Context: an optimization exercise on an open-source flow, tuned for small area, a short achievable clock period and few clock cycles. The choices shown serve that exercise and are no tape-out recipe.
The RTL was checked by simulation tests, not by an equivalence proof against the original design.
Power is estimated from default activity; no workload was simulated.

==> flow/design.v <==
module STA(
	rst_n,
	clk,
	in_valid,
	delay,
	source,
	destination,
	out_valid,
	worst_delay,
	path
);
input			rst_n, clk, in_valid;
input	[3:0]	delay;
input	[3:0]	source;
input	[3:0]	destination;
output reg			out_valid;
output reg	[7:0]	worst_delay;
output reg	[3:0]	path;
localparam S_IDLE = 2'd0, S_IN = 2'd1, S_COMP = 2'd2, S_OUT = 2'd3;
integer u, v;
reg  [1:0]  state;
reg  [4:0]  cnt;		 
reg  [15:0] adj [0:15];
reg  [7:0]  val [0:15];
reg  [15:0] rdone;		 
reg         busy;
reg  [3:0]  cur;
reg  [15:0] rem;
reg         a_first;
reg         b_valid;
reg         b_first;
reg         b_last;
reg  [3:0]  b_cur;
reg  [3:0]  b_d;
reg  [15:0] b_lo;
reg  [15:0] b_hi;
reg         b_fw1;		 
reg         b_fw2;
reg  [7:0]  acc;
reg  [3:0]  best;
reg         wr_valid;
reg  [3:0]  wr_cur;
reg  [3:0]  wr_d;
reg  [7:0]  wr_acc;
reg  [3:0]  wr_best;
reg         iv_r;
reg  [3:0]  src_r;
reg  [3:0]  dst_r;
reg  [3:0]  dly_r;
always @(posedge clk or negedge rst_n) begin
	if (!rst_n) iv_r <= 1'b0;
	else        iv_r <= in_valid;
end
always @(posedge clk) begin
	src_r <= source;
	dst_r <= destination;
	dly_r <= delay;
end
wire idle = (state == S_IDLE);
wire        last   = b_valid && b_last;
reg  [15:0] bl_dec;		 
always @(*) begin
	for (u = 0; u < 16; u = u + 1)
		bl_dec[u] = last && (b_cur == u);
end
wire [15:0] eff    = rem;
wire        issue  = busy;
reg  [15:0] rem_rev;
reg  [15:0] hi;
always @(*) begin
	for (v = 0; v < 16; v = v + 1)
		rem_rev[v] = eff[15 - v];
end
wire [15:0] hi_rev = rem_rev & (~rem_rev + 16'd1);
always @(*) begin
	for (v = 0; v < 16; v = v + 1)
		hi[v] = hi_rev[15 - v];
end
wire [15:0] lo     = eff & (~eff + 16'd1);
wire [15:0] rem_n  = rem & ~lo & ~hi;
wire        a_last = busy && (rem_n == 16'd0);
reg  [15:0] cur_dec;
reg  [3:0]  a_d;
always @(*) begin
	a_d = 4'd0;
	for (u = 0; u < 16; u = u + 1) begin
		cur_dec[u] = (cur == u);
		a_d = a_d | ({4{cur_dec[u]}} & val[u][3:0]);
	end
end
wire [4:0]  hs_lo  = {1'b0, wr_acc[3:0]} + {1'b0, wr_d};
wire [3:0]  hs_hi1 = wr_acc[7:4] + 4'd1;
wire [7:0]  hsum   = {hs_lo[4] ? hs_hi1 : wr_acc[7:4], hs_lo[3:0]};
reg  [7:0]  hv1, hv2;
reg  [3:0]  e1, e2;
always @(*) begin
	hv1 = 8'd0;
	hv2 = 8'd0;
	e1 = 4'd0;
	e2 = 4'd0;
	for (v = 0; v < 16; v = v + 1) begin
		hv1 = hv1 | ({8{b_lo[v]}} & val[v]);
		hv2 = hv2 | ({8{b_hi[v]}} & val[v]);
		e1 = e1 | ({4{b_lo[v]}} & v[3:0]);
		e2 = e2 | ({4{b_hi[v]}} & v[3:0]);
	end
end
wire [7:0]  hx1    = b_fw1 ? hsum : hv1;
wire [7:0]  hx2    = b_fw2 ? hsum : hv2;
wire        c12    = (hx1 >= hx2);
wire        c1a    = b_first || (hx1 >= acc);
wire        c2a    = b_first || (hx2 >= acc);
wire        t1     = c12 && c1a;
wire        t2     = !c12 && c2a;
wire [7:0]  acc_n  = t1 ? hx1 : t2 ? hx2 : acc;
wire [3:0]  best_n = t1 ? e1 : t2 ? e2 : best;
wire [15:0] donex = rdone | 16'h0002;
reg  [15:0] ready;
always @(*) begin
	for (u = 0; u < 16; u = u + 1)
		ready[u] = (u != 1) && !rdone[u] && ((adj[u] & ~donex) == 16'd0);
end
wire [15:0] psel = ready & (~ready + 16'd1);
wire        pick = (state == S_COMP) && (!busy || a_last) && (ready != 16'd0);
reg  [3:0]  penc;
always @(*) begin
	penc = 4'd0;
	for (u = 0; u < 16; u = u + 1)
		penc = penc | ({4{psel[u]}} & u[3:0]);
end
wire [15:0] rsel = (state == S_COMP) ? psel : rem;
reg  [15:0] row;
always @(*) begin
	row = 16'd0;
	for (u = 0; u < 16; u = u + 1)
		row = row | ({16{rsel[u]}} & adj[u]);
end
reg  [3:0] row_enc;
always @(*) begin
	row_enc = 4'd0;
	for (u = 0; u < 16; u = u + 1)
		row_enc = row_enc | ({4{row[u]}} & u[3:0]);
end
reg  [15:0] wr_dec;
reg  [15:0] best_dec;
always @(*) begin
	for (u = 0; u < 16; u = u + 1) begin
		wr_dec[u]   = wr_valid && (wr_cur == u);
		best_dec[u] = (wr_best == u);
	end
end
wire fin0 = wr_valid && (wr_cur == 4'd0);
always @(posedge clk or negedge rst_n) begin
	if (!rst_n) begin
		state <= S_IDLE;
		cnt <= 5'd0;
		busy <= 1'b0;
		b_valid <= 1'b0;
		wr_valid <= 1'b0;
		out_valid <= 1'b0;
		worst_delay <= 8'd0;
		path <= 4'd0;
	end else begin
		b_valid <= issue;
		wr_valid <= last;
		case (state)
		S_IDLE: begin
			cnt <= 5'd0;
			if (iv_r) begin
				state <= S_IN;
				cnt <= 5'd1;
			end
		end
		S_IN: begin
			cnt <= cnt + 5'd1;
			if (cnt == 5'd31) state <= S_COMP;
		end
		S_COMP: begin
			if (pick) busy <= 1'b1;
			else if (a_last) busy <= 1'b0;
			if (fin0) begin
				state <= S_OUT;
				out_valid <= 1'b1;
				worst_delay <= hsum;
				path <= 4'd0;
			end
		end
		S_OUT: begin
			worst_delay <= 8'd0;
			if (path == 4'd1) begin
				out_valid <= 1'b0;
				path <= 4'd0;
				state <= S_IDLE;
			end else begin
				path <= row_enc;
			end
		end
		endcase
	end
end
always @(posedge clk) begin
	rem <= (pick || state == S_OUT) ? row : fin0 ? 16'd1 : rem_n;
	b_lo <= lo;
	b_hi <= hi;
	b_fw1 <= ((lo & bl_dec) != 16'd0);
	b_fw2 <= ((hi & bl_dec) != 16'd0);
	b_last <= a_last;
	b_cur <= cur;
	b_d <= a_d;
	b_first <= a_first;
	if (pick) a_first <= 1'b1;
	else if (issue) a_first <= 1'b0;
	if (pick) cur <= penc;
	acc <= acc_n;
	best <= best_n;
	wr_cur <= b_cur;
	wr_d <= b_d;
	wr_acc <= acc_n;
	wr_best <= best_n;
end
always @(posedge clk) begin
	for (u = 0; u < 16; u = u + 1) begin
		if (idle) rdone[u] <= 1'b0;
		else if (pick && psel[u]) rdone[u] <= 1'b1;
	end
end
reg  [15:0] rw_sel, cl_sel, rw_keep;
always @(*) begin
	for (u = 0; u < 16; u = u + 1) begin
		rw_sel[u]  = (state == S_COMP) ? wr_dec[u] : (iv_r && src_r == u);
		cl_sel[u]  = (state == S_COMP) ? best_dec[u] : (dst_r == u);
		rw_keep[u] = !idle && !wr_dec[u];
	end
end
always @(posedge clk) begin
	for (u = 0; u < 16; u = u + 1) begin
		for (v = 0; v < 16; v = v + 1) begin
			if (u != 1 && v != 0 && u != v)
				adj[u][v] <= (rw_sel[u] && cl_sel[v]) || (rw_keep[u] && adj[u][v]);
			else
				adj[u][v] <= 1'b0;
		end
	end
end
wire [7:0]  vw_data = (state == S_COMP) ? hsum : {4'd0, dly_r};
reg  [15:0] vw_en;
always @(*) begin
	for (u = 0; u < 16; u = u + 1)
		vw_en[u] = (state == S_COMP) ? (wr_dec[u] && u != 0 && u != 1)
		                             : ((idle && u == 0) || (state == S_IN && !cnt[4] && cnt[3:0] == u));
end
always @(posedge clk) begin
	for (u = 0; u < 16; u = u + 1)
		if (vw_en[u]) val[u] <= vw_data;
end
endmodule
==> flow/flow/run.sh <==
#!/bin/bash
# Standard layout (the standard.sh, unchanged synthesis and flow), with
# ORFS's timing repair asked to leave more setup slack than the 12 ns clock
# needs, so that it sizes up the critical paths. Constraints are unchanged.
set -euo pipefail
bash standard.sh SETUP_SLACK_MARGIN=8.4 finish > standard_flow.log 2>&1
==> flow/standard.sh <==
#!/bin/bash
# synth_recipe.tcl (not shown) runs the flow's synth.tcl, then flattens the netlist and writes it again
# the make line also repeats each setting of config.mk as NAME=value (left out here)
make -C /OpenROAD-flow-scripts/flow DESIGN_CONFIG=/design/flow/config.mk WORK_HOME=/design/flow/orfs CLKGATE_MAP_FILE= SYNTH_SCRIPT=/design/flow/synth_recipe.tcl "${@:-finish}"
==> flow/config.mk <==
export PLATFORM = sky130hd
export DESIGN_NAME = STA
export DESIGN_NICKNAME = STA
export VERILOG_FILES = /design/flow/design.v
export SDC_FILE = /design/flow/constraint.sdc
export NUM_CORES = 4
export LEC_CHECK = 0
export ABC_AREA = 1
export CAP_MARGIN = 20
export CORE_MARGIN = 2
export CORE_UTILIZATION = 40
export CTS_CLUSTER_DIAMETER = 100
export CTS_CLUSTER_SIZE = 20
export SLEW_MARGIN = 20
==> flow/constraint.sdc <==
create_clock -name core_clock -period 12.0 [get_ports {clk}]
set_input_delay 2.4000 -clock core_clock [delete_from_list [all_inputs] [get_ports {clk}]]
set_output_delay 2.4000 -clock core_clock [all_outputs]
set_load 0.01 [all_outputs]
==> results.cfg, run 1 <==
[drt]
firstDrtPassIters = 6
ant_nets = 0
routed_wl_um = 98100
wl_per_cell_um = 25.88
vias = 22510
drc = 0
via_per_inst = 5.937
drtIter0Drc = 2699

[sta]
setup_viol = 0
worstMarginPinSlew_ps = 1144
hold_viol_final = 0
finalClockSkew_ps = 51.81
max_freq_ghz = 0.2810
drv_slew = 0
min_period_ps = 3559
worst_slack_ps = 8441
rsz0062_at_grt = yes
layout_worst_path_cycle_share = 0.2965
tns_ps = 0
slew_headroom = 0.2376

[min_path]
hold_depth = 0
hp-class = reg -> reg
min_to = wr_d[2]$_DFF_P_
hp-start = b_d[2]$_DFF_P_

[global_route]
grtUsageTotal = 0.3193
globalRouteOverflowTotal = 0
grt_start_max_net_pins = 71
grt_pass1_wl_um = 142500
antenna_found_initial = 1
grt_pass1_vias = 21640

[worst_setup_path]
reg2reg_depth = 17
cp_max_fo = 5
arrival_ps = 3890
crit_type = reg -> reg
timing.rr.start = val[13][2]$_DFFE_PP_
timing.rr.end = best[3]$_DFFE_PP_
r2r_setup_slack_ps = 8440
critPathRequiredTime_ps = 12330
crit_path_start_kind = register
cp-end-kind = register

[clock_network]
hold_buffers = 0
cts_max_path_buffers = 3
clk_pin_slew_ps = 90
insertion_delay_ps = 640
clock-root-buffer = clkbuf_16
cts_inserted_buffers = 27
cts.sinks = 475
cts_max_level = 1
cts_tree = built

[layout]
finalInstanceArea_um2 = 25460
final_layout_size_suffix_gt1_frac = 0.1005
areaGrowthSynthToFinish_pct = 8.700
fillCellCount = 5881
final_nets = 3065
layout_commonest_cell = nand2_1
final_cell_mix = nand2_1 (685), nand3_1 (373), inv_1 (282), dfxtp_1 (282), nor2_1 (274)

[synth]
synth_top_cell_by_area = dfxtp_1
avgSynthCellArea_um2 = 7.668
ys_async_sr_fraction = 0.05053
ys_warn_count = 3
yosys_register_bits = 475
ys_top_cells_by_area = dfxtp_1 (26%), edfxtp_1 (18%), nand2_1 (11%)
synth_edf_count = 144
ys.flop_type = dfxtp_1
syn_inst = 3055
ys_types = 55
seq_area_frac_synth = 0.4726
synth_top_area_frac = 0.2624
synth_area_um2 = 23430
syn_nets = 3109

[placed_design]
place_area_um2 = 24150
pre_cts_slack_ps = 7608
io_buffer_count = 27
dp_hpwl_um = 70710
routabilityCongestion = 1.031

[die]
core-area_um2 = 57810
die_w_um = 246.0
die_y_um = 246.0
pin_count = 28
die_area_um2 = 60520
initial_utilization = 0.4053
rows = 88

[job]
maxCapViolCount = 0

[power_and_ir_drop]
power_density_nw_per_um2 = 275.6
ir_drop_mv = 0.4247
total_leakage_power_nw = 10.51

[run_status]
status = finished clean
==> power by group <==
part | internal, mW | leakage, nW | switching [mW]
clock | 0.420 | 0.354 | 0.560
combinational | 1.07 | 6.00 | 2.62
sequential | 2.08 | 4.15 | 0.264
total | 3.58 | 10.5 | 3.44
==> critical path, cell delays in order, from the launching register on <==
cell        delay [ps]
edfxtp_1           460
nand2_1            240
o21ai_0            140
a21oi_1            340
nand4_1            240
o21ai_0            230
ha_1               300
o21a_1             100
o21a_1             160
o211ai_1           160
nand2_1            120
a21oi_2            170
o21bai_2           110
nand2_4            120
clkinvlp_4         110
buf_6              130
o31ai_1             50
o21ai_0            110
==> worst max-delay path by stage <==
stage | from | endpoint | slack [ps]
floorplan | acc[0]$_DFFE_PP_ | acc[0]$_DFFE_PP_ | 8430
global placement | acc[0]$_DFFE_PP_ | best[3]$_DFFE_PP_ | 7600
detailed placement | acc[0]$_DFFE_PP_ | best[3]$_DFFE_PP_ | 7610
CTS | acc[1]$_DFFE_PP_ | best[3]$_DFFE_PP_ | 8370
global route | state[0]$_DFFE_PN0P_ | adj[9][13]$_DFF_P_ | 8240
finish | val[13][2]$_DFFE_PP_ | best[3]$_DFFE_PP_ | 8440
==> flip-flops by register name (all words and copies together) (netlist names), 5 cells and up <==
register	flops
b_lo	16
cnt	5
rem	16
acc	8
val	128
adj	211
worst_delay	8
b_hi	16
rdone	15
==> per-layer routing <==
layer / vias up / track usage / share of wire
met5: - / 0 / 0
met4: 0 / 0.2241 / 0.084
met3: 358 / 0.04357 / 0.079
met2: 1265 / 0.5275 / 0.46
met1: 10690 / 0.3840 / 0.37
li1: 10190 / - / -
==> final cells by class <==
type / count / area, um^2 / share of cell area
Sequential cell: 475 / 11110 / 0.4364
Timing Repair Buffer: 72 / 581.8 / 0.02285
Clock buffer: 41 / 728.2 / 0.02860
Multi-Input combinational cell: 2116 / 10840 / 0.4256
Inverter: 319 / 1230 / 0.04830
Tap cell: 765 / 957.2 / 0.03759
Clock inverter: 2 / 16.27 / 0.0006388
Antenna cell: 1 / 2.502 / 0.00009827
==> kinds of logic (layout without fill, tap and decap cells) <==
kind of cell	count (synthesis)	in the layout	share of synthesized area
buffers and inverters	464	434	0.08156
XOR/XNOR	5	5	0.001869
adder cells (fa/ha/maj)	39	39	0.02115
flip-flops	475	475	0.4726
other	0	1	0
AND/OR/NAND/NOR	1523	1523	0.2834
AO/OA/AOI/OAI	549	549	0.1394
==> synthesized netlist by cell type, types with 17 or more instances <==
library cell    n
o21ai_0       239
dfrtp_1        24
nand4_1        42
inv_1         289
nor3_1         25
edfxtp_1      144
inv_2          28
a21oi_1        78
dfxtp_1       307
o21ai_1        17
nor2_1        285
clkbuf_1      109
ha_1           38
a22o_1         23
nor2_2         25
nand2_2        24
nand2_1       707
o22ai_1        96
a221oi_1       38
nand3_1       375
buf_6          17
==> timing repair <==
action	in CTS	in global routing
endpoints found under the setup margin	197	176
gates cloned	0	0
pin swaps	3	15
setup buffers	12	9
resized for setup	88	106
==> metrics by stage <==
stage,std cells,hold slack (ps),power (mW),util
floorplan,3055,309.6,4.356,-
global placement,3725,311.0,5.530,0.4172
detailed placement,3726,315.7,5.554,0.4178
CTS,3781,336.1,6.718,0.4331
global route,3790,352.2,7.377,0.4405
finish,3791,335.2,7.019,0.4405
Testbench counts, summed over its fixed seeds: cycles 77,816.
==> run 2, diff against run 1 <==
--- a/flow/flow/run.sh
+++ b/flow/flow/run.sh
@@ -4,3 +4,3 @@
 # needs, so that it sizes up the critical paths. Constraints are unchanged.
 set -euo pipefail
-bash standard.sh SETUP_SLACK_MARGIN=8.4 finish > standard_flow.log 2>&1
+bash standard.sh SETUP_SLACK_MARGIN=8.6 finish > standard_flow.log 2>&1
==> results.cfg, run 2 <==
[drt]
vias = 22610
drtIter0Drc = 2453
ant_nets = 0
via_per_inst = 5.925
routed_wl_um = 97890
wl_per_cell_um = 25.65
drc = 0
firstDrtPassIters = 6

[clock_network]
insertion_delay_ps = 620
cts.sinks = 475
cts_tree = built
cts_max_path_buffers = 3
clock-root-buffer = clkbuf_16
cts_max_level = 1
cts_inserted_buffers = 28
clk_pin_slew_ps = 90

[placed_design]
io_buffer_count = 27
dp_hpwl_um = 71300
routabilityCongestion = 1.045

[layout]
top_register = adj
largest_reg_flops = 211
final_nets = 3089
fillCellCount = 5836
layout_commonest_cell = nand2_1
final_layout_size_suffix_gt1_frac = 0.1101
n_antenna_cell = 0
reg_top3 = adj: 211 flops, val: 128 flops
areaGrowthSynthToFinish_pct = 10.56
final_cell_mix = nand2_1 (692), nand3_1 (371), inv_1 (279)

[global_route]
grt_pass1_vias = 21930
grtUsageTotal = 0.3172
grt_start_max_net_pins = 91
grt_pass1_wl_um = 141600
antenna_found_initial = 0
globalRouteOverflowTotal = 0

[synth]
syn_inst = 3055
avgSynthCellArea_um2 = 7.668
synth_commonest_cells = nand2_1 (707), nand3_1 (375), dfxtp_1 (307)
ys_async_sr_fraction = 0.05053
yosys_register_bits = 475
ys_top_cells_by_area = dfxtp_1 (26%), edfxtp_1 (18%), nand2_1 (11%)
synth_most_common_cell = nand2_1
synth_top_cell_by_area = dfxtp_1
synth_edf_count = 144
syn_nets = 3109
ys_types = 55
seq_area_frac_synth = 0.4726
ys.flop_type = dfxtp_1
synth_area_um2 = 23430
ys_warn_count = 3
synth_top_area_frac = 0.2624

[die]
die_y_um = 246.0
pin_count = 28
initial_utilization = 0.4053
rows = 88
core-area_um2 = 57810
die_area_um2 = 60520
die_w_um = 246.0

[power_and_ir_drop]
comb_power_share = 0.556
switching_share = 0.4724
total_leakage_power_nw = 10.77
clock_power_share = 0.141
p_switching_mw = 3.647
internal_power_mw = 4.073
power.total_mw = 7.720
power_density_nw_per_um2 = 298.1
seq_power_share = 0.303
ir_drop_mv = 0.2622

[worst_setup_path]
crit_path_start_kind = register
cp-end-kind = output port
crit_chain = buf_2
crit_type = reg -> out
crit_buf_inv = 1
cpLargestDelayFamily = flip-flops
slowest_stage = dfrtp_1
arrival_ps = 1160
critPathLaunch = path[2]$_DFFE_PN0P_
max_stage_delay_ps = 390
critPathRequiredTime_ps = 9600
r2r_setup_slack_ps = 8480
cp_max_fo = 2
timing.rr.start = acc[0]$_DFFE_PP_

[sta]
finalClockSkew_ps = 30.49
min_period_ps = 3556
rsz0062_at_grt = yes
max_freq_ghz = 0.2812
tns_ps = 0
setup_viol = 0
slew_headroom = 0.1805
layout_worst_path_cycle_share = 0.2963
drv_slew = 0
worstMarginPinSlew_ps = 1229
hold_viol_final = 0

[min_path]
hp-class = reg -> reg
hp-start = b_d[3]$_DFF_P_

[job]
maxCapViolCount = 0

[run_status]
status = finished clean
==> run 2: cell counts after synthesis <==
No cell type changed its count.
==> run 2: per-stage QoR <==
| stage | hold slack (ps) | setup slack (ps) | std cells | cell area, um^2 | util |
|---|---|---|---|---|---|
| 5_1_grt | 341.8 | 8310 | 3816 | 25900 | 0.4481 |
| 3_5_place_dp | 316.1 | 7517 | 3729 | 24160 | 0.4179 |
| 6_report | 335.3 | 8444 | 3816 | 25900 | 0.4481 |
| 4_1_cts | 337.6 | 8423 | 3807 | 25640 | 0.4436 |
| 3_3_place_gp | 312.7 | 7604 | 3727 | 24140 | 0.4175 |
| 2_1_floorplan | 309.6 | 8629 | 3055 | 23430 | - |
==> run 2: area by class of cell <==
cell class	instances	area [um^2]	area share
clock buffers	43	820.8	0.03169
clock inverters	3	71.32	0.002753
inverters	319	1244	0.04802
multi-input cells	2116	10880	0.4200
flip-flops and latches	475	11120	0.4292
well taps	765	957.2	0.03695
repair buffers	95	812.0	0.03135
==> run 2: layer usage <==
metal  global-route usage  part of all wire  up-vias
met3              0.04510             0.075      329
met4               0.2196             0.082        0
li1                     -                 -    10240
met1               0.3784              0.38    10820
met5                    0                 0        -
met2               0.5278              0.47     1221
==> run 2: repair_timing <==
action / CTS / global route
setup buffers: 32 / 9
endpoints found under the setup margin: 102 / 86
resized for setup: 168 / 65
pin swaps: 19 / 7
hold buffers: 0 / 0
==> run 2: power groups by stage <==
stage	logic, mW	clock network, mW	registers [mW]
final	4.29	1.09	2.34
after global routing	4.59	1.15	2.36
after CTS	4.02	1.09	2.32
after detailed placement	3.21	0	2.35
after global placement	3.19	0	2.35
after floorplan	2.15	0	2.23
==> run 2: cell families (layout without fill, tap and decap cells) <==
kind of cell,Yosys count,count (layout),share of synthesized area
adder cells (fa/ha/maj),39,39,0.02115
XOR/XNOR,5,5,0.001869
flip-flops,475,475,0.4726
AO/OA/AOI/OAI,549,549,0.1394
buffers and inverters,464,460,0.08156
AND/OR/NAND/NOR,1523,1523,0.2834
==> run 2: final timing paths <==
kind                       depth (start not counted)            endpoint
setup / recovery                                   1             path[2]
hold / removal                                     0     wr_d[3]$_DFF_P_
setup reg to reg                                  20    acc[2]$_DFFE_PP_
hold reg to reg                                    0     wr_d[3]$_DFF_P_
max in group asynchronous                          2  cnt[3]$_DFFE_PN0P_
min in group asynchronous                          2  cnt[1]$_DFFE_PN0P_
==> run 3, diff against run 2 <==
--- a/flow/design.v
+++ b/flow/design.v
@@ -89,4 +89,9 @@
 	end
 end
+reg  [7:0]  hrd [0:15];
+always @(*) begin
+	for (v = 0; v < 16; v = v + 1)
+		hrd[v] = (v == 0) ? 8'd0 : (v == 1) ? {4'd0, val[1][3:0]} : val[v];
+end
 wire [4:0]  hs_lo  = {1'b0, wr_acc[3:0]} + {1'b0, wr_d};
 wire [3:0]  hs_hi1 = wr_acc[7:4] + 4'd1;
@@ -100,6 +105,6 @@
 	e2 = 4'd0;
 	for (v = 0; v < 16; v = v + 1) begin
-		hv1 = hv1 | ({8{b_lo[v]}} & val[v]);
-		hv2 = hv2 | ({8{b_hi[v]}} & val[v]);
+		hv1 = hv1 | ({8{b_lo[v]}} & hrd[v]);
+		hv2 = hv2 | ({8{b_hi[v]}} & hrd[v]);
 		e1 = e1 | ({4{b_lo[v]}} & v[3:0]);
 		e2 = e2 | ({4{b_hi[v]}} & v[3:0]);
@@ -116,11 +121,17 @@
 wire [3:0]  best_n = t1 ? e1 : t2 ? e2 : best;
 wire [15:0] donex = rdone | 16'h0002;
+wire        scan = (state == S_COMP) || (state == S_IN && cnt == 5'd31);
+reg  [15:0] esrc;
+always @(*) begin
+	for (u = 0; u < 16; u = u + 1)
+		esrc[u] = iv_r && (src_r == u);
+end
 reg  [15:0] ready;
 always @(*) begin
 	for (u = 0; u < 16; u = u + 1)
-		ready[u] = (u != 1) && !rdone[u] && ((adj[u] & ~donex) == 16'd0);
+		ready[u] = (u != 1) && !rdone[u] && !esrc[u] && ((adj[u] & ~donex) == 16'd0);
 end
 wire [15:0] psel = ready & (~ready + 16'd1);
-wire        pick = (state == S_COMP) && (!busy || a_last) && (ready != 16'd0);
+wire        pick = scan && (!busy || a_last) && (ready != 16'd0);
 reg  [3:0]  penc;
 always @(*) begin
@@ -129,5 +140,5 @@
 		penc = penc | ({4{psel[u]}} & u[3:0]);
 end
-wire [15:0] rsel = (state == S_COMP) ? psel : rem;
+wire [15:0] rsel = scan ? psel : rem;
 reg  [15:0] row;
 always @(*) begin
@@ -164,4 +175,6 @@
 		b_valid <= issue;
 		wr_valid <= last;
+		if (pick) busy <= 1'b1;
+		else if (a_last) busy <= 1'b0;
 		case (state)
 		S_IDLE: begin
@@ -177,6 +190,4 @@
 		end
 		S_COMP: begin
-			if (pick) busy <= 1'b1;
-			else if (a_last) busy <= 1'b0;
 			if (fin0) begin
 				state <= S_OUT;
@@ -228,5 +239,5 @@
 always @(*) begin
 	for (u = 0; u < 16; u = u + 1) begin
-		rw_sel[u]  = (state == S_COMP) ? wr_dec[u] : (iv_r && src_r == u);
+		rw_sel[u]  = (state == S_COMP) ? wr_dec[u] : esrc[u];
 		cl_sel[u]  = (state == S_COMP) ? best_dec[u] : (dst_r == u);
 		rw_keep[u] = !idle && !wr_dec[u];
@@ -252,5 +263,8 @@
 always @(posedge clk) begin
 	for (u = 0; u < 16; u = u + 1)
-		if (vw_en[u]) val[u] <= vw_data;
+		if (vw_en[u]) begin
+			if (u < 2) val[u][3:0] <= vw_data[3:0];
+			else val[u] <= vw_data;
+		end
 end
 endmodule
--- a/flow/flow/run.sh
+++ b/flow/flow/run.sh
@@ -4,3 +4,3 @@
 # needs, so that it sizes up the critical paths. Constraints are unchanged.
 set -euo pipefail
-bash standard.sh SETUP_SLACK_MARGIN=8.6 finish > standard_flow.log 2>&1
+bash standard.sh SETUP_SLACK_MARGIN=8.4 finish > standard_flow.log 2>&1
==> results.cfg, run 3 <==
[run_status]
status = finished clean

[power_and_ir_drop]
ir_drop_mv = 0.2265
switching_share = 0.5142
p_switching_mw = 4.361
seq_power_share = 0.302
clock_power_share = 0.123
total_leakage_power_nw = 10.76
comb_power_share = 0.575
internal_power_mw = 4.121
power_density_nw_per_um2 = 328.5

[drt]
drc = 0
routed_wl_um = 101700
ant_nets = 0
drtIter0Drc = 2602
vias = 23140
wl_per_cell_um = 26.29
via_per_inst = 5.984
firstDrtPassIters = 6

[synth]
synth_area_um2 = 23260
ys_warn_count = 4
ys_top_cells_by_area = dfxtp_1 (26%), edfxtp_1 (18%), nand2_1 (12%)
synth_edf_count = 136
synth_top_cell_by_area = dfxtp_1
ys_types = 61
synth_top_area_frac = 0.2625
syn_inst = 3090
ys.flop_type = dfxtp_1
synth_most_common_cell = nand2_1
syn_nets = 3144
yosys_register_bits = 465
seq_area_frac_synth = 0.4639
avgSynthCellArea_um2 = 7.527
ys_async_sr_fraction = 0.05161
synth_commonest_cells = nand2_1 (753), nand3_1 (424), dfxtp_1 (305), nor2_1 (305), inv_1 (279)

[layout]
largest_reg_flops = 211
final_nets = 3139
layout_commonest_cell = nand2_1
areaGrowthSynthToFinish_pct = 11.01
final_layout_size_suffix_gt1_frac = 0.1045
final_cell_mix = nand2_1 (726), nand3_1 (423), dfxtp_1 (292)
reg_top3 = adj: 211 flops, val: 116 flops, rem: 16 flops
finalInstanceArea_um2 = 25820
top_register = adj
final_core_util = 0.4484
layout.cells.non_filler = 3867

[min_path]
min_to = wr_d[1]$_DFF_P_
hold_depth = 0
hp-class = reg -> reg
hp-start = b_d[1]$_DFF_P_

[worst_setup_path]
cpLargestDelayFamily = simple AND/OR/NAND/NOR gates
arrival_ps = 4280
cp_max_fo = 35
reg2reg_depth = 10
crit_chain = inv_1, ha_1, buf_4, inv_1, or2_2, o21ai_0, inv_1, nor2_1, nand2_1, o21ai_0
cp-end-kind = register
crit_type = reg -> reg
max_stage_delay_ps = 800
timing.rr.end = adj[4][5]$_DFF_P_
critPathRequiredTime_ps = 12500
crit_path_start_kind = register
r2r_setup_slack_ps = 8220
crit_top_cell = inv_1
crit_buf_inv = 4
timing.rr.start = state[0]$_DFFE_PN0P_
slowest_stage = nand2_1

[sta]
tns_ps = 0
finalClockSkew_ps = 42.05
setup_viol = 0
min_period_ps = 3785
slew_headroom = 0.1993
rsz0062_at_grt = yes
layout_worst_path_cycle_share = 0.3154
max_freq_ghz = 0.2642
worstMarginPinSlew_ps = 1198
drv_slew = 0
hold_viol_final = 0

[die]
pin_count = 28
rows = 88
initial_utilization = 0.4039
die_y_um = 245.1
die_area_um2 = 60090
die_w_um = 245.1
core-area_um2 = 57590

[global_route]
grt_pass1_wl_um = 146200
grt_pass1_vias = 22290
grt_start_max_net_pins = 69
globalRouteOverflowTotal = 0
grtUsageTotal = 0.3307
antenna_found_initial = 2

[clock_network]
cts.sinks = 465
cts_max_path_buffers = 3
clock-root-buffer = clkbuf_16
cts_max_level = 1
clk_pin_slew_ps = 100
cts_tree = built
hold_buffers = 0
cts_inserted_buffers = 28
insertion_delay_ps = 630

[placed_design]
io_buffer_count = 27
place_area_um2 = 24040
dp_hpwl_um = 73740
place_inst = 3767
routabilityCongestion = 1.047

[job]
maxCapViolCount = 0
-- run 3: worst register-to-register path: stages, from the launching register on --
cell and delay [ps]:
dfrtp_1 470, inv_1 110, ha_1 280, buf_4 470, inv_1 190, or2_2 320
o21ai_0 160, inv_1 110, nor2_1 300, nand2_1 800, o21ai_0 450
-- run 3: logic make-up after synthesis --
logic type | Yosys count | share of synthesized area
simple gates | 1633 | 0.3060
xor+xnor | 6 | 0.002259
buf+inv | 443 | 0.07913
fa+ha+maj | 39 | 0.02130
compound gates | 504 | 0.1274
flops | 465 | 0.4639
-- run 3: timing repair --
action,CTS,global route
pin swaps,5,24
resized for setup,103,106
gates cloned,0,2
endpoints found under the setup margin,60,181
buffers inserted,26,23
-- run 3: final cells by class --
class | count | area, um^2
diodes | 1 | 2.502
clock buffers | 42 | 805.8
clock inverters | 4 | 37.54
fillers | 5802 | 31760
inverters | 301 | 1185
multi-input cells | 2182 | 11110
flip-flops and latches | 465 | 10810
well taps | 765 | 957.2
repair buffers | 105 | 902.1
repair inverters | 2 | 12.51
-- run 3: worst max path at each step --
| stage | slack (ps) | depth (start not counted) | endpoint | from |
|---|---|---|---|---|
| finish | 8220 | 10 | adj[4][5]$_DFF_P_ | state[0]$_DFFE_PN0P_ |
| detailed placement | 7450 | 13 | acc[0]$_DFFE_PP_ | acc[0]$_DFFE_PP_ |
| global route | 8140 | 10 | adj[5][10]$_DFF_P_ | state[0]$_DFFE_PN0P_ |
| CTS | 8330 | 10 | adj[5][8]$_DFF_P_ | state[0]$_DFFE_PN0P_ |
| global placement | 7530 | 13 | acc[0]$_DFFE_PP_ | acc[0]$_DFFE_PP_ |
| floorplan | 8510 | 13 | acc[0]$_DFFE_PP_ | acc[0]$_DFFE_PP_ |
-- run 3: power groups by stage --
stage          logic, mW  registers, mW  clock network (mW)
2_1_floorplan       2.83           2.40                   0
3_3_place_gp        4.22           2.57                   0
3_5_place_dp        4.24           2.58                   0
4_1_cts             4.46           2.54                1.05
5_1_grt             5.26           2.60                1.11
6_report            4.88           2.56                1.04
-- run 3: per-stage QoR --
| step | setup WS (ps) | power, mW | hold slack, ps |
|---|---|---|---|
| floorplan | 8511 | 5.230 | 309.6 |
| global placement | 7526 | 6.790 | 313.0 |
| detailed placement | 7450 | 6.820 | 315.1 |
| CTS | 8333 | 8.054 | 335.2 |
| global route | 8144 | 8.964 | 343.4 |
| finish | 8215 | 8.482 | 334.6 |
-- run 3: per-layer routing --
layer / up-vias / track usage / share of wire
li1: 10430 / - / -
met1: 11050 / 0.3819 / 0.37
met2: 1252 / 0.5560 / 0.47
met3: 414 / 0.04056 / 0.073
met4: 2 / 0.2599 / 0.092
met5: - / 0 / 0.00013
Testbench counts of run 3, summed over its fixed seeds: cycles 76,625.
==> run 4, diff against run 3 <==
--- a/flow/flow/run.sh
+++ b/flow/flow/run.sh
@@ -4,3 +4,3 @@
 # needs, so that it sizes up the critical paths. Constraints are unchanged.
 set -euo pipefail
-bash standard.sh SETUP_SLACK_MARGIN=8.4 finish > standard_flow.log 2>&1
+bash standard.sh SETUP_SLACK_MARGIN=8.3 finish > standard_flow.log 2>&1
==> results.cfg, run 4 <==
[placed_design]
place_inst = 3767
io_buffer_count = 27
dp_hpwl_um = 73740
pre_cts_slack_ps = 7450
routabilityCongestion = 1.047
place_area_um2 = 24040

[die]
die_area_um2 = 60090
die_w_um = 245.1
core-area_um2 = 57590
rows = 88
die_y_um = 245.1
pin_count = 28
initial_utilization = 0.4039

[worst_setup_path]
max_stage_delay_ps = 400
crit_path_start_kind = register
slowest_stage = dfrtp_1
crit_type = reg -> out
cp-end-kind = output port
cp_max_fo = 2
cpLargestDelayFamily = flip-flops
crit_buf_inv = 1
crit_chain = clkdlybuf4s15_1
critPathRequiredTime_ps = 9600
arrival_ps = 1260

[sta]
layout_worst_path_cycle_share = 0.3047
slew_headroom = 0.2055
min_period_ps = 3656
whs_ps = 335.1
max_freq_ghz = 0.2735
worst_slack_ps = 8344
finalClockSkew_ps = 40.25
drv_slew = 0
hold_viol_final = 0
worstMarginPinSlew_ps = 1192
setup_viol = 0
rsz0062_at_grt = yes
tns_ps = 0

[layout]
reg_top3 = adj: 211 flops, val: 116 flops, rem: 16 flops
top_register = adj
largest_reg_flops = 211
final_nets = 3124
final_cell_mix = nand2_1 (735), nand3_1 (424), dfxtp_1 (296)
layout.cells.non_filler = 3852
layout_commonest_cell = nand2_1
final_layout_size_suffix_gt1_frac = 0.08717
finalInstanceArea_um2 = 25540
final_core_util = 0.4435
areaGrowthSynthToFinish_pct = 9.801

[synth]
synth_top_area_frac = 0.2625
ys.flop_type = dfxtp_1
ys_types = 61
seq_area_frac_synth = 0.4639
avgSynthCellArea_um2 = 7.527
ys_top_cells_by_area = dfxtp_1 (26%), edfxtp_1 (18%), nand2_1 (12%)
syn_inst = 3090
yosys_register_bits = 465
ys_warn_count = 4
synth_area_um2 = 23260
synth_top_cell_by_area = dfxtp_1
synth_most_common_cell = nand2_1
synth_edf_count = 136
synth_commonest_cells = nand2_1 (753), nand3_1 (424), dfxtp_1 (305), nor2_1 (305), inv_1 (279)
ys_async_sr_fraction = 0.05161
syn_nets = 3144

[job]
maxCapViolCount = 0

[drt]
drc = 0
wl_per_cell_um = 26.35
routed_wl_um = 101500
firstDrtPassIters = 8
vias = 23040
ant_nets = 0
drtIter0Drc = 2567
via_per_inst = 5.982

[global_route]
grt_start_max_net_pins = 69
grt_pass1_vias = 22260
grtUsageTotal = 0.3306
globalRouteOverflowTotal = 0
antenna_found_initial = 1
grt_pass1_wl_um = 146200

[power_and_ir_drop]
power.total_mw = 8.280
power_density_nw_per_um2 = 324.2
total_leakage_power_nw = 10.62
ir_drop_mv = 0.2267

[clock_network]
cts_tree = built
clk_pin_slew_ps = 90
cts_max_path_buffers = 3
cts.sinks = 465
hold_buffers = 0
clock-root-buffer = clkbuf_16
cts_inserted_buffers = 28
cts_max_level = 1
insertion_delay_ps = 630

[min_path]
hp-class = reg -> reg

[run_status]
status = finished clean
## run 4: cell families after synthesis
logic type | after synthesis | synth area share
xor gates and xnor gates | 6 | 0.002259
buffers and inverters | 443 | 0.07913
and+or+nand+nor | 1633 | 0.3060
adders and majority gates | 39 | 0.02130
AOI/OAI and AO/OA | 504 | 0.1274
DFF | 465 | 0.4639
## run 4: report_power, final
group / leakage, nW / internal, mW / switching [mW]
logic: 6.15 / 1.34 / 3.33
clock network: 0.409 / 0.469 / 0.577
registers: 4.05 / 2.17 / 0.388
total: 10.6 / 3.99 / 4.29
## run 4: repair_timing
item | 4_1_cts | 5_1_grt
endpoints found under the setup margin | 41 | 130
gates resized for setup | 56 | 71
pin swaps | 4 | 6
gates cloned | 0 | 2
buffers inserted | 24 | 10
## run 4: cell type report
type,count,area (um^2)
Antenna cell,1,2.502
Timing Repair inverter,2,12.51
Sequential cell,465,10800
Tap cell,765,957.2
Multi-Input combinational cell,2182,10950
Clock buffer,42,805.8
Fill cell,5795,32050
Timing Repair Buffer,90,810.8
Inverter,301,1162
Clock inverter,4,37.54
## run 4: routing by layer
metal / part of all wire / vias to the layer above / global-route usage
met3: 0.072 / 371 / 0.04078
met4: 0.086 / 2 / 0.2421
met2: 0.47 / 1316 / 0.5620
met5: 0.00013 / - / 0
li1: - / 10380 / -
met1: 0.37 / 10970 / 0.3834
## run 4: path summary, 6_finish.rpt
check | startpoint | endpoint | slack, ps | depth (start not counted)
min in group asynchronous | rst_n | worst_delay[7]$_DFFE_PN0P_ | 2150 | 2
max reg2reg | rdone[2]$_SDFFE_PP0P_ | path[2]$_DFFE_PN0P_ | 8350 | 19
min | b_d[1]$_DFF_P_ | wr_d[1]$_DFF_P_ | 340 | 0
max in group asynchronous | rst_n | iv_r$_DFF_PN0_ | 9540 | 2
max | worst_delay[0]$_DFFE_PN0P_ | worst_delay[0] | 8340 | 1
min reg2reg | b_d[1]$_DFF_P_ | wr_d[1]$_DFF_P_ | 340 | 0
==> run 5, diff against run 4 <==
--- a/flow/design.v
+++ b/flow/design.v
@@ -17,7 +17,10 @@
 output reg	[7:0]	worst_delay;
 output reg	[3:0]	path;
-localparam S_IDLE = 2'd0, S_IN = 2'd1, S_COMP = 2'd2, S_OUT = 2'd3;
 integer u, v;
-reg  [1:0]  state;
+reg         s_idle;		 
+reg         s_in;		 
+reg         s_comp;		 
+reg         s_out;		 
+reg         s_last;		 
 reg  [4:0]  cnt;		 
 reg  [15:0] adj [0:15];
@@ -57,5 +60,5 @@
 	dly_r <= delay;
 end
-wire idle = (state == S_IDLE);
+wire idle = s_idle;
 wire        last   = b_valid && b_last;
 reg  [15:0] bl_dec;		 
@@ -121,5 +124,5 @@
 wire [3:0]  best_n = t1 ? e1 : t2 ? e2 : best;
 wire [15:0] donex = rdone | 16'h0002;
-wire        scan = (state == S_COMP) || (state == S_IN && cnt == 5'd31);
+wire        scan = s_comp || s_last;
 reg  [15:0] esrc;
 always @(*) begin
@@ -164,5 +167,9 @@
 always @(posedge clk or negedge rst_n) begin
 	if (!rst_n) begin
-		state <= S_IDLE;
+		s_idle <= 1'b1;
+		s_in <= 1'b0;
+		s_comp <= 1'b0;
+		s_out <= 1'b0;
+		s_last <= 1'b0;
 		cnt <= 5'd0;
 		busy <= 1'b0;
@@ -177,39 +184,42 @@
 		if (pick) busy <= 1'b1;
 		else if (a_last) busy <= 1'b0;
-		case (state)
-		S_IDLE: begin
+		if (s_idle) begin
 			cnt <= 5'd0;
 			if (iv_r) begin
-				state <= S_IN;
+				s_idle <= 1'b0;
+				s_in <= 1'b1;
 				cnt <= 5'd1;
 			end
 		end
-		S_IN: begin
+		if (s_in) begin
 			cnt <= cnt + 5'd1;
-			if (cnt == 5'd31) state <= S_COMP;
-		end
-		S_COMP: begin
-			if (fin0) begin
-				state <= S_OUT;
-				out_valid <= 1'b1;
-				worst_delay <= hsum;
-				path <= 4'd0;
+			s_last <= (cnt == 5'd30);
+			if (s_last) begin
+				s_in <= 1'b0;
+				s_comp <= 1'b1;
 			end
 		end
-		S_OUT: begin
+		if (s_comp && fin0) begin
+			s_comp <= 1'b0;
+			s_out <= 1'b1;
+			out_valid <= 1'b1;
+			worst_delay <= hsum;
+			path <= 4'd0;
+		end
+		if (s_out) begin
 			worst_delay <= 8'd0;
 			if (path == 4'd1) begin
 				out_valid <= 1'b0;
 				path <= 4'd0;
-				state <= S_IDLE;
+				s_out <= 1'b0;
+				s_idle <= 1'b1;
 			end else begin
 				path <= row_enc;
 			end
 		end
-		endcase
-	end
-end
-always @(posedge clk) begin
-	rem <= (pick || state == S_OUT) ? row : fin0 ? 16'd1 : rem_n;
+	end
+end
+always @(posedge clk) begin
+	rem <= (pick || s_out) ? row : fin0 ? 16'd1 : rem_n;
 	b_lo <= lo;
 	b_hi <= hi;
@@ -239,6 +249,6 @@
 always @(*) begin
 	for (u = 0; u < 16; u = u + 1) begin
-		rw_sel[u]  = (state == S_COMP) ? wr_dec[u] : esrc[u];
-		cl_sel[u]  = (state == S_COMP) ? best_dec[u] : (dst_r == u);
+		rw_sel[u]  = s_comp ? wr_dec[u] : esrc[u];
+		cl_sel[u]  = s_comp ? best_dec[u] : (dst_r == u);
 		rw_keep[u] = !idle && !wr_dec[u];
 	end
@@ -254,10 +264,10 @@
 	end
 end
-wire [7:0]  vw_data = (state == S_COMP) ? hsum : {4'd0, dly_r};
+wire [7:0]  vw_data = s_comp ? hsum : {4'd0, dly_r};
 reg  [15:0] vw_en;
 always @(*) begin
 	for (u = 0; u < 16; u = u + 1)
-		vw_en[u] = (state == S_COMP) ? (wr_dec[u] && u != 0 && u != 1)
-		                             : ((idle && u == 0) || (state == S_IN && !cnt[4] && cnt[3:0] == u));
+		vw_en[u] = s_comp ? (wr_dec[u] && u != 0 && u != 1)
+		                  : ((s_idle && u == 0) || (s_in && !cnt[4] && cnt[3:0] == u));
 end
 always @(posedge clk) begin
--- a/flow/flow/run.sh
+++ b/flow/flow/run.sh
@@ -4,3 +4,3 @@
 # needs, so that it sizes up the critical paths. Constraints are unchanged.
 set -euo pipefail
-bash standard.sh SETUP_SLACK_MARGIN=8.3 finish > standard_flow.log 2>&1
+bash standard.sh SETUP_SLACK_MARGIN=8.4 finish > standard_flow.log 2>&1
==> results.cfg, run 5 <==
[synth]
synthMuxAreaShare = 0
synth_top_cell_by_area = dfxtp_1
synth-simple-area-share = 0.3058
seq_area_frac_synth = 0.4738
synth_xor_xnor_area_share = 0.001910
avgSynthCellArea_um2 = 7.609
ys.flop_type = dfxtp_1
synth_commonest_cells = nand2_1 (706), nand3_1 (432), dfxtp_1 (305)
synth_area_um2 = 22930
synth_edf_count = 136
syn_inst = 3014
synth_top_family_by_area = simple AND/OR/NAND/NOR gates
yosys_register_bits = 468
synth_fa_ha_area_frac = 0.01888
synth_compound_area_frac = 0.1263
syn_nets = 3063
ys_top_cells_by_area = dfxtp_1 (27%), edfxtp_1 (18%), nand2_1 (12%)
ys_types = 56
synth_most_common_cell = nand2_1
ys_async_sr_fraction = 0.05769
synth_top_area_frac = 0.2662
ys_warn_count = 4

[layout]
fillCellCount = 5634
top_register = adj
final_cell_mix = nand2_1 (687), nand3_1 (430), dfxtp_1 (292)
final_nets = 3039
n_antenna_cell = 0
areaGrowthSynthToFinish_pct = 9.499
reg_top3 = adj: 211 flops, val: 116 flops, rem: 16 flops
final_layout_size_suffix_gt1_frac = 0.08991
largest_reg_flops = 211
layout_commonest_cell = nand2_1
layout.cells.non_filler = 3759

[job]
maxCapViolCount = 0

[power_and_ir_drop]
seq_power_share = 0.614
switching_share = 0.2324
internal_power_mw = 2.135
ir_drop_mv = 0.1061
clock_power_share = 0.356
power.total_mw = 2.782
total_leakage_power_nw = 10.83
power_density_nw_per_um2 = 110.8
p_switching_mw = 0.6464
comb_power_share = 0.030

[sta]
worst_slack_ps = 8398
worstMarginPinSlew_ps = 1175
tns_ps = 0
min_period_ps = 3602
setup_viol = 0
max_freq_ghz = 0.2776
finalClockSkew_ps = 29.97
hold_viol_final = 0
drv_slew = 0
layout_worst_path_cycle_share = 0.3002
slew_headroom = 0.2117
rsz0062_at_grt = yes

[global_route]
antenna_found_initial = 0
grtUsageTotal = 0.3209
globalRouteOverflowTotal = 0
grt_pass1_wl_um = 141700
grt_start_max_net_pins = 89
grt_pass1_vias = 21430

[die]
pin_count = 28
die_w_um = 243.4
die_y_um = 243.4
core-area_um2 = 56500
initial_utilization = 0.4059
die_area_um2 = 59270
rows = 87

[worst_setup_path]
cp-end-kind = register
cp_max_fo = 36
cpLargestDelayFamily = simple AND/OR/NAND/NOR gates
crit_buf_inv = 4
crit_path_start_kind = register
max_stage_delay_ps = 500
crit_chain = buf_6, inv_1, buf_4, or2_2, o21ai_0, inv_1, nor2_1, nand2_2, o21ai_0
slowest_stage = nand2_2
critPathRequiredTime_ps = 12520
arrival_ps = 4120
crit_type = reg -> reg

[drt]
drc = 0
firstDrtPassIters = 6
drtIter0Drc = 2677
via_per_inst = 6.034
wl_per_cell_um = 26.03
routed_wl_um = 97860
ant_nets = 0
vias = 22680

[clock_network]
cts_inserted_buffers = 27
cts.sinks = 468
clock-root-buffer = clkbuf_16
clk_pin_slew_ps = 90
cts_tree = built
cts_max_path_buffers = 3
insertion_delay_ps = 620
cts_max_level = 1

[run_status]
status = finished clean

[min_path]
hp-class = reg -> reg

[placed_design]
io_buffer_count = 27
place_inst = 3696
dp_hpwl_um = 70620
routabilityCongestion = 1.014
pre_cts_slack_ps = 7838
[run 5: area by class of cell]
type,instances,area (um^2),share of cell area
clock buffers,41,760.7,0.03029
clock inverters,1,6.256,0.0002491
inverters,275,1085,0.04320
multi-input cells,2134,10740,0.4276
flip-flops and latches,468,10890,0.4335
well taps,756,945.9,0.03767
repair buffers,84,690.7,0.02750
[run 5: path summary, 6_finish.rpt]
check,start,depth (start not counted),to,slack (ps)
min in group asynchronous,rst_n,2,iv_r$_DFF_PN0_,2180
worst min-delay path,b_d[3]$_DFF_P_,0,wr_d[3]$_DFF_P_,330
worst min register to register,b_d[3]$_DFF_P_,0,wr_d[3]$_DFF_P_,330
max in group asynchronous,rst_n,2,s_idle$_DFF_PN1_,9460
worst max-delay path,s_comp$_DFFE_PN0P_,9,adj[14][9]$_DFF_P_,8400
worst max register to register,s_comp$_DFFE_PN0P_,9,adj[14][9]$_DFF_P_,8400
[run 5: logic make-up (layout without fill, tap and decap cells)]
| family | after synthesis | count (layout) |
|---|---|---|
| XOR/XNOR | 5 | 5 |
| AND/OR/NAND/NOR | 1598 | 1598 |
| AO/OA/AOI/OAI | 497 | 497 |
| buffers and inverters | 412 | 401 |
| flip-flops | 468 | 468 |
| adder cells (fa/ha/maj) | 34 | 34 |
[run 5: per-stage QoR]
stage,utilization,hold WS (ps),area [um^2]
finish,0.4445,332.8,25110
global route,0.4445,341.7,25110
CTS,0.4384,332.1,24770
detailed placement,0.4215,312.1,23810
global placement,0.4213,310.3,23800
floorplan,-,309.6,22930
[run 5: power groups by stage]
stage	Combinational [mW]	Sequential [mW]	Clock [mW]
final	0.0824	1.71	0.991
after floorplan	0.0499	1.73	0
after global routing	0.0925	1.71	1.06
after detailed placement	0.0798	1.74	0
after global placement	0.0763	1.74	0
after CTS	0.0803	1.71	0.996
[run 5: per-layer routing]
layer | global-route usage | share of wire | vias to the layer above
met5 | 0 | 0 | -
met4 | 0.2061 | 0.076 | 0
met3 | 0.04913 | 0.089 | 358
met2 | 0.5106 | 0.45 | 1390
met1 | 0.4069 | 0.39 | 10790
li1 | - | - | 10140
[run 5: timing repair]
action                                 CTS  global route
cloned                                   0             1
resized for setup                       95            76
hold buffers                             0             0
setup buffers                           13             6
pin swaps                                2            17
endpoints found under the hold margin    0             0
setup endpoints to repair              144           215
Testbench counts of run 5, summed over its fixed seeds: cycles 76,625.
==> run 6, diff against run 5 <==
--- a/flow/flow/run.sh
+++ b/flow/flow/run.sh
@@ -4,3 +4,3 @@
 # needs, so that it sizes up the critical paths. Constraints are unchanged.
 set -euo pipefail
-bash standard.sh SETUP_SLACK_MARGIN=8.4 finish > standard_flow.log 2>&1
+bash standard.sh SETUP_SLACK_MARGIN=8.5 finish > standard_flow.log 2>&1
==> results.cfg, run 6 <==
[clock_network]
clk_pin_slew_ps = 90
cts_tree = built
insertion_delay_ps = 640
cts_max_path_buffers = 3
cts_inserted_buffers = 29
clock-root-buffer = clkbuf_16
cts.sinks = 468
cts_max_level = 1
hold_buffers = 0

[die]
initial_utilization = 0.4059
die_w_um = 243.4
core-area_um2 = 56500
pin_count = 28
rows = 87
die_y_um = 243.4
die_area_um2 = 59270

[sta]
drv_slew = 0
layout_worst_path_cycle_share = 0.2959
max_freq_ghz = 0.2817
finalClockSkew_ps = 26.31
hold_viol_final = 0
rsz0062_at_grt = yes
worstMarginPinSlew_ps = 1210
tns_ps = 0
min_period_ps = 3550
worst_slack_ps = 8450
setup_viol = 0
slew_headroom = 0.1931

[min_path]
min_to = wr_d[2]$_DFF_P_
hp-start = b_d[2]$_DFF_P_
hp-class = reg -> reg
hold_depth = 0

[power_and_ir_drop]
clock_power_share = 0.373
total_leakage_power_nw = 11.02
internal_power_mw = 2.180
ir_drop_mv = 0.1141
p_switching_mw = 0.6752
power_density_nw_per_um2 = 111.5
comb_power_share = 0.028
seq_power_share = 0.598
switching_share = 0.2365
power.total_mw = 2.855

[placed_design]
io_buffer_count = 27
routabilityCongestion = 1.009
pre_cts_slack_ps = 7547
dp_hpwl_um = 71310
place_inst = 3696

[synth]
syn_nets = 3063
synth_edf_count = 136
ys_async_sr_fraction = 0.05769
yosys_register_bits = 468
synth_most_common_cell = nand2_1
ys.flop_type = dfxtp_1
ys_types = 56
syn_inst = 3014
ys_warn_count = 4
ys_top_cells_by_area = dfxtp_1 (27%), edfxtp_1 (18%), nand2_1 (12%)
seq_area_frac_synth = 0.4738
synth_top_area_frac = 0.2662
synth_top_cell_by_area = dfxtp_1
synth_commonest_cells = nand2_1 (706), nand3_1 (432), dfxtp_1 (305)
synth_area_um2 = 22930
avgSynthCellArea_um2 = 7.609

[worst_setup_path]
slowest_stage = dfrtp_1
critPathLaunch = out_valid$_DFF_PN0_
crit_buf_inv = 1
timing.rr.end = path[0]$_DFFE_PN0P_
crit_chain = buf_2
arrival_ps = 1150
crit_path_start_kind = register
r2r_setup_slack_ps = 8500
critPathRequiredTime_ps = 9600
cp_max_fo = 2
max_stage_delay_ps = 380
crit_type = reg -> out
reg2reg_depth = 20
cp-end-kind = output port
cpLargestDelayFamily = flip-flops
timing.rr.start = rdone[13]$_SDFFE_PP0P_

[layout]
layout.cells.non_filler = 3785
fillCellCount = 5761
top_register = adj
areaGrowthSynthToFinish_pct = 11.68
final_nets = 3064
final_cell_mix = nand2_1 (700), nand3_1 (429), dfxtp_1 (288)
n_antenna_cell = 0
layout_commonest_cell = nand2_1
reg_top3 = adj: 211 flops, val: 116 flops, rem: 16 flops
largest_reg_flops = 211
multi_input_area_um2 = 10930
final_layout_size_suffix_gt1_frac = 0.1037
register_area_um2 = 10900
final_core_util = 0.4533

[run_status]
status = finished clean

[drt]
wl_per_cell_um = 26.24
ant_nets = 0
via_per_inst = 5.979
firstDrtPassIters = 6
drtIter0Drc = 2735
vias = 22630
routed_wl_um = 99330
drc = 0

[global_route]
top_usage_layer = met2
met1_usage = 0.4007
grt_start_max_net_pins = 90
grtUsageTotal = 0.3234
globalRouteOverflowTotal = 0
grt_pass1_vias = 21430
met2_usage = 0.5265
antenna_found_initial = 4
met3_usage = 0.04715
grt_pass1_wl_um = 142200

[job]
maxCapViolCount = 0
==> run 6: cell counts after synthesis <==
Identical to the previous run, type by type.
==> run 6: through the flow <==
| step | hold WS (ps) | instance area (um^2) |
|---|---|---|
| after floorplan | 309.6 | 22940 |
| after global placement | 311.4 | 23790 |
| after detailed placement | 313.8 | 23800 |
| after CTS | 334.3 | 25190 |
| after global routing | 338.9 | 25610 |
| final | 331.9 | 25610 |
==> run 6: per-layer routing <==
layer | wire, um | share of wire
met1 | 38720 | 0.39
met5 | 11 | 0.00011
met2 | 45340 | 0.46
met4 | 7506 | 0.076
met3 | 7754 | 0.078
==> run 6: what timing repair did <==
action | 4_1_cts | 5_1_grt
endpoints found under the setup margin | 55 | 45
pin swaps | 10 | 27
resized for setup | 125 | 95
cloned | 1 | 1
buffers inserted | 31 | 11
==> run 6: how the worst max path moves through the flow <==
stage	end	depth (start not counted)	slack (ps)
final	out_valid	1	8450
after global routing	best[0]$_DFFE_PP_	16	8390
after CTS	path[3]	1	8410
after detailed placement	acc[2]$_DFFE_PP_	15	7550
after global placement	acc[6]$_DFFE_PP_	15	7550
after floorplan	acc[0]$_DFFE_PP_	16	8580
==> run 6: cells by family after synthesis <==
family,count (synthesis),share of synthesized area
compound gates,497,0.1263
xor+xnor,5,0.001909
fa+ha+maj,34,0.01888
buf+inv,412,0.07327
flops,468,0.4738
simple gates,1598,0.3058
==> run 6: layout make-up <==
class / count / share of cell area
Clock buffer: 40 / 0.03200
Clock inverter: 5 / 0.002052
Inverter: 275 / 0.04260
Multi-Input combinational cell: 2135 / 0.4267
Sequential cell: 468 / 0.4255
Tap cell: 756 / 0.03693
Timing Repair Buffer: 105 / 0.03395
Timing Repair inverter: 1 / 0.0002931
==> run 6: power by group through the flow <==
| stage | Clock (mW) | Combinational, mW | Sequential [mW] |
|---|---|---|---|
| CTS | 1.07 | 0.0793 | 1.71 |
| detailed placement | 0 | 0.0791 | 1.74 |
| global route | 1.13 | 0.0903 | 1.71 |
| global placement | 0 | 0.0762 | 1.74 |
| floorplan | 0 | 0.0499 | 1.73 |
| finish | 1.07 | 0.0807 | 1.71 |
==> run 7, diff against run 6 <==
--- a/flow/config.mk
+++ b/flow/config.mk
@@ -12,3 +12,4 @@
 export CTS_CLUSTER_DIAMETER = 100
 export CTS_CLUSTER_SIZE = 20
+export PLACE_DENSITY = 0.75
 export SLEW_MARGIN = 20
==> results.cfg, run 7 <==
[run_status]
status = finished clean

[layout]
final_nets = 3048
largest_reg_flops = 211
multi_input_area_um2 = 10650
fillCellCount = 5629
final_layout_size_suffix_gt1_frac = 0.08552
layout_commonest_cell = nand2_1
areaGrowthSynthToFinish_pct = 9.679
final_core_util = 0.4452
final_cell_mix = nand2_1 (693), nand3_1 (431), dfxtp_1 (300)
top_register = adj
register_area_um2 = 10880
reg_top3 = adj: 211 flops, val: 116 flops, rem: 16 flops

[die]
die_w_um = 243.4
core-area_um2 = 56500
die_area_um2 = 59270
pin_count = 28
die_y_um = 243.4
initial_utilization = 0.4059
rows = 87

[drt]
drtIter0Drc = 3646
via_per_inst = 6.020
vias = 22720
routed_wl_um = 89980
ant_nets = 0
wl_per_cell_um = 23.84
drc = 0
firstDrtPassIters = 9

[worst_setup_path]
crit_buf_inv = 1
arrival_ps = 1220
crit_chain = buf_2
cp-end-kind = output port
crit_type = reg -> out
max_stage_delay_ps = 450
slowest_stage = dfrtp_1
critPathRequiredTime_ps = 9600
crit_path_start_kind = register
cp_max_fo = 2
cpLargestDelayFamily = flip-flops

[power_and_ir_drop]
power_density_nw_per_um2 = 112.0
total_leakage_power_nw = 10.89
ir_drop_mv = 0.1094

[synth]
synth_area_um2 = 22930
syn_inst = 3014
ys_async_sr_fraction = 0.05769
synth-simple-area-share = 0.3058
syn_nets = 3063
synth_compound_area_frac = 0.1263
synth_top_area_frac = 0.2662
synth_most_common_cell = nand2_1
synth_top_cell_by_area = dfxtp_1
synth_xor_xnor_area_share = 0.001910
ys_types = 56
avgSynthCellArea_um2 = 7.609
seq_area_frac_synth = 0.4738
ys_top_cells_by_area = dfxtp_1 (27%), edfxtp_1 (18%), nand2_1 (12%)
synth_top_family_by_area = simple AND/OR/NAND/NOR gates
synth_edf_count = 136
ys_warn_count = 4
synth_fa_ha_area_frac = 0.01888
synth_commonest_cells = nand2_1 (706), nand3_1 (432), dfxtp_1 (305)
ys.flop_type = dfxtp_1
yosys_register_bits = 468
synthMuxAreaShare = 0

[global_route]
grt_start_max_net_pins = 72
grtUsageTotal = 0.2930
grt_pass1_vias = 20560
globalRouteOverflowTotal = 0
grt_pass1_wl_um = 132200
antenna_found_initial = 2

[clock_network]
hold_buffers = 0
clock-root-buffer = clkbuf_16
cts_tree = built
cts_max_level = 1
clk_pin_slew_ps = 90
cts.sinks = 468
insertion_delay_ps = 620
cts_inserted_buffers = 29
cts_max_path_buffers = 3

[placed_design]
dp_hpwl_um = 64660
io_buffer_count = 27
routabilityCongestion = 1.061

[sta]
hold_viol_final = 0
finalClockSkew_ps = 31.61
worstMarginPinSlew_ps = 1120
drv_slew = 0
layout_worst_path_cycle_share = 0.3015
min_period_ps = 3618
rsz0062_at_grt = yes
whs_ps = 331.3
slew_headroom = 0.2533
max_freq_ghz = 0.2764
tns_ps = 0
setup_viol = 0

[min_path]
hp-class = reg -> reg

[job]
maxCapViolCount = 0
## run 7: cell counts after synthesis
No cell type changed its count.
## run 7: worst paths after layout
path	endpoint	startpoint	cells after the start	slack [ps]
worst max-delay path	out_valid	out_valid$_DFF_PN0_	1	8380
worst min-delay path	wr_d[2]$_DFF_P_	b_d[2]$_DFF_P_	0	330
worst max register to register	adj[5][9]$_DFF_P_	s_comp$_DFFE_PN0P_	8	8390
worst min register to register	wr_d[2]$_DFF_P_	b_d[2]$_DFF_P_	0	330
max in group asynchronous	path[2]$_DFFE_PN0P_	rst_n	1	9550
min in group asynchronous	worst_delay[6]$_DFFE_PN0P_	rst_n	1	1860
## run 7: per-stage QoR
stage / std cells / setup slack (ps) / area, um^2 / total power [mW]
after detailed placement: 3691 / 7830 / 23740 / 1.819
after CTS: 3760 / 8353 / 24840 / 2.821
final: 3774 / 8382 / 25150 / 2.817
after floorplan: 3014 / 8581 / 22940 / 1.779
after global placement: 3691 / 7935 / 23740 / 1.815
after global routing: 3773 / 8317 / 25150 / 2.900
## run 7: area by class of cell
type | count | share of cell area
Tap cell | 756 | 0.03761
Timing Repair Buffer | 88 | 0.02950
Clock buffer | 45 | 0.03124
Timing Repair inverter | 2 | 0.0004477
Sequential cell | 468 | 0.4325
Clock inverter | 4 | 0.002288
Inverter | 275 | 0.04303
Multi-Input combinational cell | 2135 | 0.4233
Antenna cell | 1 | 0.00009949
## run 7: power by group
part	switching [mW]	total, mW	internal [mW]
registers	0.0423	1.71	1.67
logic	0.0474	0.0779	0.0305
clock network	0.570	1.03	0.459
total	0.660	2.82	2.16
## run 7: cell families (layout without fill, tap and decap cells)
logic type | Yosys count | count (layout)
AOI/OAI and AO/OA | 497 | 497
xor gates and xnor gates | 5 | 5
adders and majority gates | 34 | 34
buffers and inverters | 412 | 414
DFF | 468 | 468
other | 0 | 1
and+or+nand+nor | 1598 | 1599
## run 7: metal layers
layer | GRT usage | wire length [um] | vias up
met5 | 0 | 12 | -
met4 | 0.1326 | 4939 | 2
met3 | 0.06158 | 11230 | 299
met2 | 0.4493 | 38790 | 1694
met1 | 0.3965 | 35010 | 10530
li1 | - | - | 10190
## run 7: what timing repair did
| item | 4_1_cts | 5_1_grt |
|---|---|---|
| resized for setup | 94 | 75 |
| pin swaps | 8 | 16 |
| buffers inserted | 18 | 11 |
| cloned | 2 | 1 |
| setup endpoints to repair | 146 | 190 |
| endpoints found under the hold margin | 0 | 0 |
==> run 8, diff against run 7 <==
--- a/flow/design.v
+++ b/flow/design.v
@@ -249,6 +249,6 @@
 always @(*) begin
 	for (u = 0; u < 16; u = u + 1) begin
-		rw_sel[u]  = s_comp ? wr_dec[u] : esrc[u];
-		cl_sel[u]  = s_comp ? best_dec[u] : (dst_r == u);
+		rw_sel[u]  = wr_dec[u] || esrc[u];
+		cl_sel[u]  = (wr_valid && best_dec[u]) || (iv_r && dst_r == u);
 		rw_keep[u] = !idle && !wr_dec[u];
 	end
@@ -264,10 +264,10 @@
 	end
 end
-wire [7:0]  vw_data = s_comp ? hsum : {4'd0, dly_r};
+wire [7:0]  vw_data = wr_valid ? hsum : {4'd0, dly_r};
 reg  [15:0] vw_en;
 always @(*) begin
 	for (u = 0; u < 16; u = u + 1)
-		vw_en[u] = s_comp ? (wr_dec[u] && u != 0 && u != 1)
-		                  : ((s_idle && u == 0) || (s_in && !cnt[4] && cnt[3:0] == u));
+		vw_en[u] = (wr_dec[u] && u != 0 && u != 1)
+		        || (s_idle && u == 0) || (s_in && !cnt[4] && cnt[3:0] == u);
 end
 always @(posedge clk) begin
==> results.cfg, run 8 <==
[job]
maxCapViolCount = 0

[placed_design]
place_inst = 3795
dp_hpwl_um = 63350

[sta]
worstMarginPinSlew_ps = 1088
finalClockSkew_ps = 25.01
slew_headroom = 0.2748
tns_ps = 0
whs_ps = 334.3
drv_slew = 0
max_freq_ghz = 0.2783
min_period_ps = 3593

[synth]
synthMuxAreaShare = 0
ys.flop_type = dfxtp_1
yosys_register_bits = 468
ys_types = 58
ys_async_sr_fraction = 0.05769
synth_edf_count = 136
syn_inst = 3097
synth_top_area_frac = 0.2618
ys_warn_count = 4
seq_area_frac_synth = 0.4659
ys_top_cells_by_area = dfxtp_1 (26%), edfxtp_1 (18%), nand2_1 (12%)
synth_commonest_cells = nand2_1 (761), nor2_1 (348), nand3_1 (327)
synth_most_common_cell = nand2_1
synth_compound_area_frac = 0.1280
synth_fa_ha_area_frac = 0.01856

[drt]
wl_met2_um = 36940
wl_per_cell_um = 22.42
drtIter0Drc = 3096
firstDrtPassIters = 8
wl_met3_um = 9235
vias = 22740

[layout]
final_cell_mix = nand2_1 (760), nor2_1 (341), nand3_1 (325)
layout_commonest_cell = nand2_1
final_layout_size_suffix_gt1_frac = 0.09553
n_antenna_cell = 0
layout.cells.non_filler = 3874
top_register = adj
largest_reg_flops = 211
final_nets = 3144

[die]
pin_count = 28
die_area_um2 = 60250
die_y_um = 245.5
core-area_um2 = 57700
die_w_um = 245.5
rows = 88

[clock_network]
insertion_delay_ps = 610
hold_buffers = 0
cts_max_level = 1
cts_max_path_buffers = 3
clk_pin_slew_ps = 90
clock-root-buffer = clkbuf_16

[global_route]
grt_pass1_vias = 21340
antenna_found_initial = 1
grt_pass1_wl_um = 129500
grt_start_max_net_pins = 71
globalRouteOverflowTotal = 0

[worst_setup_path]
crit_type = reg -> out
critPathRequiredTime_ps = 9600
cp_max_fo = 2
cpLargestDelayFamily = flip-flops
r2r_setup_slack_ps = 8510
arrival_ps = 1190
max_stage_delay_ps = 440

[power_and_ir_drop]
power.total_mw = 2.698
switching_share = 0.2221
internal_power_mw = 2.099
seq_power_share = 0.618
total_leakage_power_nw = 11.36
clock_power_share = 0.360

[run_status]
status = finished clean
==> run 8: changes by cell type after synthesis, sizes merged, moves of 5 or more <==
cell / previous run / this run
o21ai: 267 / 260
a221oi: 29 / 34
a22oi: 2 / 7
a32oi: 1 / 10
nor3: 24 / 40
inv: 271 / 312
nand3: 442 / 342
o22ai: 80 / 85
nor2: 323 / 381
a21oi: 59 / 65
clkbuf: 105 / 92
nand2: 727 / 797
==> run 8: routing by layer <==
metal	vias up	GRT usage
met5	-	0
li1	10370	-
met4	0	0.1877
met2	1502	0.4365
met3	356	0.04060
met1	10520	0.3680
==> run 8: cell type report <==
class,count,area (um^2)
Fill cell,5903,32110
Multi-Input combinational cell,2185,10910
Sequential cell,468,10900
Inverter,317,1232
Tap cell,765,957.2
Timing Repair Buffer,94,815.8
Clock buffer,41,749.5
Clock inverter,2,12.51
Timing Repair inverter,2,12.51
==> run 8: power by group through the flow <==
stage               clock network (mW)  logic, mW  registers (mW)
floorplan                            0     0.0371            1.70
global placement                     0     0.0581            1.70
detailed placement                   0     0.0598            1.70
CTS                              0.972     0.0598            1.67
global route                      1.03     0.0678            1.67
finish                           0.971     0.0607            1.67
==> run 8: cell families after synthesis <==
kind of cell               after synthesis
and+or+nand+nor                       1638
xor gates and xnor gates                 5
buffers and inverters                  444
AOI/OAI and AO/OA                      508
DFF                                    468
adders and majority gates               34
==> run 8: through the flow <==
step | util | worst slack (ps) | instance area [um^2]
final | 0.4434 | 8407 | 25580
after global routing | 0.4434 | 8308 | 25580
after CTS | 0.4355 | 8399 | 25120
after detailed placement | 0.4194 | 7892 | 24200
after global placement | 0.4194 | 8014 | 24200
after floorplan | - | 8589 | 23320
==> run 8: path summary, 6_finish.rpt <==
kind,from,endpoint,depth (start not counted)
max,worst_delay[2]$_DFFE_PN0P_,worst_delay[2],1
max reg2reg,acc[0]$_DFFE_PP_,best[0]$_DFFE_PP_,17
min in group asynchronous,rst_n,worst_delay[6]$_DFFE_PN0P_,2
min reg2reg,b_d[1]$_DFF_P_,wr_d[1]$_DFF_P_,0
max in group asynchronous,rst_n,s_idle$_DFF_PN1_,2
min,b_d[1]$_DFF_P_,wr_d[1]$_DFF_P_,0
==> run 8: repair_timing <==
| action | 4_1_cts | 5_1_grt |
|---|---|---|
| buffers inserted | 14 | 20 |
| resized for setup | 84 | 73 |
| endpoints found under the setup margin | 41 | 57 |
| pin swaps | 10 | 15 |
| cloned | 0 | 2 |
Testbench counts of run 8, summed over its fixed seeds: cycles 76,625.

Check on run 8: ideal ports give 8.407 ns setup slack; a clkbuf_16 on the clock port and buf_2 on the inputs give 8.350 ns; moving port delays by the midpoint clock arrival (0.655 ns) as well gives 8.515 ns.
